This is an optimization exercise on Yosys and OpenROAD, whose aim is small area, not a production implementation.
Where RTL was checked, it was by simulation tests only, not by an equivalence proof against the original.
Power figures rest on the tool's default switching activity, not on a simulated workload.

the previous run:
Design mac_interface, start of the top module:
module mac_interface (
    input wire clk,
    input wire reset,
    input wire [7:0] addr,
    input wire [31:0] data_in,
    input wire write_enable,
    output reg [31:0] data_out,
    output reg IRQ_MAC
);
Size in the first run: roughly 780 cells after synthesis, about 200 flip-flops, about 76 I/O pins, roughly 8600 um2 of cells after synthesis.
clock: 10.0 ns
lec_check: 0
abc_clock_period_in_ps: 10000
cap_margin: 20
core_margin: 2
core_utilization: 65
cts_buf_list: sky130_fd_sc_hd__clkbuf_4 sky130_fd_sc_hd__clkbuf_8
slew_margin: 20
run.sh (not shown) runs the stock make flow with config.mk's settings and CLKGATE_MAP_FILE= SYNTH_SCRIPT=/design/flow/synth_recipe.tcl, a recipe that flattens the netlist after the stock synthesis.
The previous run | status: complete | timing, DRC, antenna: pass
The inputs of the current run differ from those of the previous run as listed below.
Settings: CTS_BUF_LIST: sky130_fd_sc_hd__clkbuf_4 sky130_fd_sc_hd__clkbuf_8 -> unset; ABC_CLOCK_PERIOD_IN_PS: 10000 -> unset; CORE_UTILIZATION: 65 -> 40.
--- outcome ---
Between the previous run and the current run, the hold slack is lower for the current run. The post-route minimum period of the current run falls short of that of the previous run by 0.21 ns. Between the previous run and the current run, setup slack after layout is higher for the current run, the previous run comes in under that. The current run ended with less sequential share of layout area than the previous run.
No functional check of the RTL was part of any run of this note.

mac_interface, a different RTL version from the one above (not shown whole).
Size: ~210 flip-flops, ~76 I/O pins, roughly 0.0074 sq mm of cells after synthesis.
export LEC_CHECK = 0
export CAP_MARGIN = 0
export CORE_MARGIN = 2
export CORE_UTILIZATION = 70
export SLEW_MARGIN = 0
create_clock -name core_clock -period 10.0 [get_ports {clk}]
standard.sh (not shown) runs the stock make flow with config.mk's settings and CLKGATE_MAP_FILE= SYNTH_SCRIPT=/design/flow/synth_recipe.tcl, a recipe that flattens the netlist after the stock synthesis.
==> flow/flow/run.sh <==
#!/bin/bash
# Own layout flow: the standard ORFS flow (standard.sh) with three changes.
#  1. Synthesis is the standard one except for the ABC script used to map the
#     combinational logic (flow/area.abc, area oriented instead of delay
#     oriented).  Registers, their names and cell types are untouched.
#  2. Port buffers use the smallest buffer cell (sky130_fd_sc_hd__buf_1).
#  3. Clock tree synthesis uses sky130_fd_sc_hd__clkbuf_4 buffers, sinks
#     clustered by 10, and no dummy loads.
# Each tool's output goes to its own log in this folder.
set -euo pipefail
HERE=$(pwd)
FLOWDIR=$HERE/flow
# synthesis script: ORFS synth.tcl with the ABC script replaced
sed "s|^  log_cmd abc {\*}\$abc_args|  set abc_args [lreplace \$abc_args 1 1 $FLOWDIR/area.abc]\n  log_cmd abc {*}\$abc_args|" \
  "$FLOW_HOME/scripts/synth.tcl" > "$HERE/synth_area.tcl"
grep -q "area.abc" "$HERE/synth_area.tcl"
sed "s|source \$::env(SCRIPTS_DIR)/synth.tcl|source $HERE/synth_area.tcl|" \
  "$HERE/synth_recipe.tcl" > "$HERE/synth_recipe_area.tcl"
grep -q "synth_area.tcl" "$HERE/synth_recipe_area.tcl"
sed "s|SYNTH_SCRIPT=[^ ]*synth_recipe.tcl|SYNTH_SCRIPT=$HERE/synth_recipe_area.tcl|" \
  "$HERE/standard.sh" > "$HERE/standard_area.sh"
grep -q "synth_recipe_area.tcl" "$HERE/standard_area.sh"
export BUFFER_PORTS_ARGS="-buffer_cell sky130_fd_sc_hd__buf_1"
export CTS_ARGS="-sink_clustering_enable -repair_clock_nets -dont_use_dummy_load -buf_list sky130_fd_sc_hd__clkbuf_4 -sink_clustering_size 10 -sink_clustering_max_diameter 40"
bash "$HERE/standard_area.sh" > "$HERE/flow_make.log" 2>&1
==> flow/flow/area.abc <==
strash
&get -n
&deepsyn -T 60
&put
dch
amap
strash
dch
amap
topo
The starting point passed the timing, DRC and antenna checks.
Then changed:
==> flow/flow/area.abc (replaced) <==
strash
&get -n
&deepsyn -T 60
&put
dch
amap -m -F 4 -A 8
topo
Outcome: Critical path depth climbs by 1. Design area is about the same. Wire length came out higher slightly. Non-clock buffer count rose by 2. Clock power hardly moves. Clock-buffer cell count is unchanged. Die area is lower slightly. Setup slack gets worse by 0.16 ns.

Another version of the RTL of mac_interface (not shown whole).
Size in the first run: ~660 cells after synthesis, about 7500 um2 of cells after synthesis.
// mac_interface
module mac_interface (
    input wire clk,
    input wire reset,
    input wire [7:0] addr,
    input wire [31:0] data_in,
    input wire write_enable,
    output reg [31:0] data_out,
    output reg IRQ_MAC
);
export LEC_CHECK = 0
export CAP_MARGIN = 0
export CORE_MARGIN = 2
export CORE_UTILIZATION = 75
export SLEW_MARGIN = 0
create_clock -name core_clock -period 10.0 [get_ports {clk}]
==> flow/flow/area.abc <==
strash
&get -n
&deepsyn -T 60
&put
dch
amap
strash
dch
amap
topo
Scripts as last shown in full above: flow/flow/run.sh
The first run passed the timing, DRC and antenna checks.
==> next run, changes <==
--- a/flow/flow/run.sh
+++ b/flow/flow/run.sh
@@ -8,2 +8,4 @@
 #     clustered by 10, and no dummy loads.
+#  4. After global routing, cells on paths with positive slack are downsized
+#     (ORFS RECOVER_POWER), which also recovers area.
 # Each tool's output goes to its own log in this folder.
@@ -23,2 +25,3 @@
 export BUFFER_PORTS_ARGS="-buffer_cell sky130_fd_sc_hd__buf_1"
+export RECOVER_POWER=100
 export CTS_ARGS="-sink_clustering_enable -repair_clock_nets -dont_use_dummy_load -buf_list sky130_fd_sc_hd__clkbuf_4 -sink_clustering_size 10 -sink_clustering_max_diameter 40"
- CORE_UTILIZATION: 75 -> 70
The changed run ran to the end with violations: capacitance limit, slew limit. Global-route usage decreases by 3.3 points. Via count went down by about 2%. Critical path depth stays the same. Power hardly moves. Worst hold slack hardly moves. Final area is about the same. Routed wire length fell by about 4.6%. Non-clock buffer count is higher by 1. Sequential power stays flat. Synthesized cell count does not change. Core utilization drops by 4.9 points.

mac_interface, a different RTL version from the one above (not shown whole).
Size in the first run: about 610 cells after synthesis, roughly 200 flip-flops, about 76 I/O pins, ~7500 um2 of cells after synthesis.
Design mac_interface, start of the top module:
module mac_interface (
    input wire clk,
    input wire reset,
    input wire [7:0] addr,
    input wire [31:0] data_in,
    input wire write_enable,
    output reg [31:0] data_out,
    output reg IRQ_MAC
);
    reg [31:0] MAC_INA;
    reg [31:0] MAC_INB;
    reg        ina_set;      
    reg        inb_set;      
    reg [7:0]  MAC_CTRL;
    reg [39:0] MAC_ACC;
    reg [15:0] MAC_OUT;      
    reg        out_on;       
    reg        armed;        
    reg        done;
    reg [3:0]  cnt;          
    reg        cnt4;         
    reg        phase;        
    reg [15:0] pu;           
    reg [15:0] pl;           
    wire       on    = MAC_CTRL[7];
    wire [2:0] shift = MAC_CTRL[6:4];
    wire [1:0] mode  = MAC_CTRL[3:2];
    wire       start_bit = MAC_CTRL[1];
    wire       msk   = MAC_CTRL[0];
    wire start  = start_bit & ~armed;
    wire active = armed & ~done;
    wire step   = active & ~cnt4;
    wire comp   = active & cnt4;
    wire a_hi = (mode == 2'b10) | ((mode == 2'b11) & phase);
    wire b_hi = (mode == 2'b10) | ((mode == 2'b11) & phase);
    wire b_ina = (mode == 2'b00);
    wire [15:0] B = b_ina ? MAC_INA[31:16] : (b_hi ? MAC_INB[31:16] : MAC_INB[15:0]);
    wire b = B[cnt] & ina_set & (b_ina | inb_set);
    wire sel_hi = ~cnt4 & b & a_hi;
    wire sel_lo = ~cnt4 & b & ~a_hi;
    wire [15:0] y = ({16{sel_hi}} & MAC_INA[31:16]) |
                    ({16{sel_lo}} & MAC_INA[15:0]) |
                    ({16{cnt4}} & MAC_ACC[31:16]);
    wire [16:0] c;
    wire [16:0] s;
    assign c[0] = 1'b0;
    wire [8:0] hc;
    wire [7:0] hs;
    assign hc[0] = c[16];
    genvar i;
    generate
        for (i = 0; i < 16; i = i + 1) begin : add
            assign s[i] = pu[i] ^ y[i] ^ c[i];
            assign c[i+1] = (pu[i] & y[i]) | (c[i] & (pu[i] ^ y[i]));
        end
        for (i = 0; i < 8; i = i + 1) begin : inc
            assign hs[i] = MAC_ACC[32+i] ^ hc[i];
            assign hc[i+1] = MAC_ACC[32+i] & hc[i];
        end
    endgenerate
    assign s[16] = c[16];
  ...
export LEC_CHECK = 0
export CAP_MARGIN = 20
export CORE_MARGIN = 2
export CORE_UTILIZATION = 65
export SLEW_MARGIN = 20
create_clock -name core_clock -period 10.0 [get_ports {clk}]
==> flow/flow/run.sh <==
#!/bin/bash
# Own layout flow: the standard ORFS flow (standard.sh) with three changes.
#  1. Synthesis is the standard one except for the ABC script used to map the
#     combinational logic (flow/area.abc, area oriented instead of delay
#     oriented).  Registers, their names and cell types are untouched.
#  2. Port buffers use the smallest buffer cell (sky130_fd_sc_hd__buf_1).
#  3. Clock tree synthesis uses sky130_fd_sc_hd__clkbuf_4 buffers, sinks
#     clustered by 10, and no dummy loads.
# Each tool's output goes to its own log in this folder.
set -euo pipefail
HERE=$(pwd)
FLOWDIR=$HERE/flow
# synthesis script: ORFS synth.tcl with the ABC script replaced
sed "s|^  log_cmd abc {\*}\$abc_args|  set abc_args [lreplace \$abc_args 1 1 $FLOWDIR/area.abc]\n  log_cmd abc {*}\$abc_args|" \
  "$FLOW_HOME/scripts/synth.tcl" > "$HERE/synth_area.tcl"
grep -q "area.abc" "$HERE/synth_area.tcl"
sed "s|source \$::env(SCRIPTS_DIR)/synth.tcl|source $HERE/synth_area.tcl|" \
  "$HERE/synth_recipe.tcl" > "$HERE/synth_recipe_area.tcl"
grep -q "synth_area.tcl" "$HERE/synth_recipe_area.tcl"
sed "s|SYNTH_SCRIPT=[^ ]*synth_recipe.tcl|SYNTH_SCRIPT=$HERE/synth_recipe_area.tcl|" \
  "$HERE/standard.sh" > "$HERE/standard_area.sh"
grep -q "synth_recipe_area.tcl" "$HERE/standard_area.sh"
export BUFFER_PORTS_ARGS="-buffer_cell sky130_fd_sc_hd__buf_1"
export CTS_ARGS="-sink_clustering_enable -repair_clock_nets -dont_use_dummy_load -buf_list sky130_fd_sc_hd__clkbuf_4 -sink_clustering_size 10 -sink_clustering_max_diameter 40"
bash "$HERE/standard_area.sh" > "$HERE/flow_make.log" 2>&1
==> flow/flow/area.abc <==
strash
&get -n
&deepsyn -T 60
&dch -f
&nf -R 1000
&put
The starting point passed the timing, DRC and antenna checks.
Change:
==> flow/flow/area.abc (replaced) <==
strash
&get -n
&deepsyn -T 60
&put
dch
amap
strash
dch
amap
topo
- area after synthesis climbs slightly
- combinational power went up by well over a third
- setup slack improved by 17 ps
- design area went up slightly
- total power climbs slightly
No run of this note included a check of the RTL's function; only the layout flow was run.

## gamma
RTL: one of the versions met above, not the one the previous note started from.
For scale: about 660 cells after synthesis, roughly 76 I/O pins, ~0.0075 mm^2 of cells after synthesis.
Settings: LEC_CHECK=0, CAP_MARGIN=20, CORE_MARGIN=2, CORE_UTILIZATION=65, SLEW_MARGIN=20; clock period 10.0 ns.
==> flow/flow/area.abc <==
strash
&get -n
&deepsyn -T 60
&put
dch
amap
strash
dch
amap
topo
Scripts as last shown in full above: flow/flow/run.sh
gamma: no failed stages, no open violations at the end
> inputs changed (gamma -> epsilon)
# gamma
export LEC_CHECK = 0
export CAP_MARGIN = 20
export CORE_MARGIN = 2
export CORE_UTILIZATION = 65
export SLEW_MARGIN = 20
create_clock -name core_clock -period 10.0 [get_ports {clk}]
# epsilon
export LEC_CHECK = 0
export CAP_MARGIN = 0
export CORE_MARGIN = 2
export CORE_UTILIZATION = 70
export SLEW_MARGIN = 0
create_clock -name core_clock -period 10.0 [get_ports {clk}]
--- outcome ---
Diff gamma -> epsilon: design area shows no meaningful change, period utilization now sits higher, reported leakage power flat, last weighted congestion value of the routability-driven placer rose 0.47%. From gamma to epsilon the numbers moved as follows: number of sequential cells in the layout flat, detailed-routed wire length on met3 up 13%, proportion of power drawn by combinational gates up 0.3 points, final total power flat, total via count after detailed routing up 100. Every run in the comparison, epsilon and gamma, completed the flow with a clean layout. Compared with gamma, in epsilon average wire length per cell after detail routing shows no meaningful change, highest clock rate shows no meaningful change.

what the ideal ports hide:
The flow's constraints put no driver on any port. The routed layouts listed below were extracted and timed again, unchanged, in two steps.
Step 1 sets driving cells, clkbuf_16 on the clock port and buf_2 on the other inputs (assumed; they add their load-dependent delay and slew).
Step 2, shift: input delay + t, output delay - t, t = (earliest + latest rising clock arrival at the registers) / 2. This alone moves slack from input paths to output paths.
a / b / c = ideal / step 1 / step 2; a / b = the first two.
run	shift t [ns]	setup slack, ns	hold WS [ns]	worst data-port slew with drivers (ns)
the previous run	0.591	0.421 / 0.421 / 0.421	0.347 / 0.347 / 0.347	0.04
the current run	0.540	0.632 / 0.632 / 0.632	0.342 / 0.342 / 0.342	0.04
the first run of note 2	0.617	0.737 / 0.737 / 0.737	0.359 / 0.359 / 0.359	0.03
the second run of note 2	0.621	0.574 / 0.574 / 0.574	0.344 / 0.344 / 0.344	0.04
the first run of note 3	0.605	0.575 / 0.575 / 0.575	0.357 / 0.357 / 0.357	0.04
the second run of note 3	0.621	0.678 / 0.678 / 0.678	0.356 / 0.356 / 0.356	0.04
the first run of note 4	0.641	0.396 / 0.396 / 0.396	0.342 / 0.342 / 0.342	0.04
the second run of note 4	0.639	0.413 / 0.413 / 0.413	0.328 / 0.328 / 0.328	0.04
gamma	0.619	0.680 / 0.680 / 0.680	0.330 / 0.330 / 0.330	0.04
epsilon	0.623	0.655 / 0.655 / 0.655	0.352 / 0.352 / 0.352	0.04
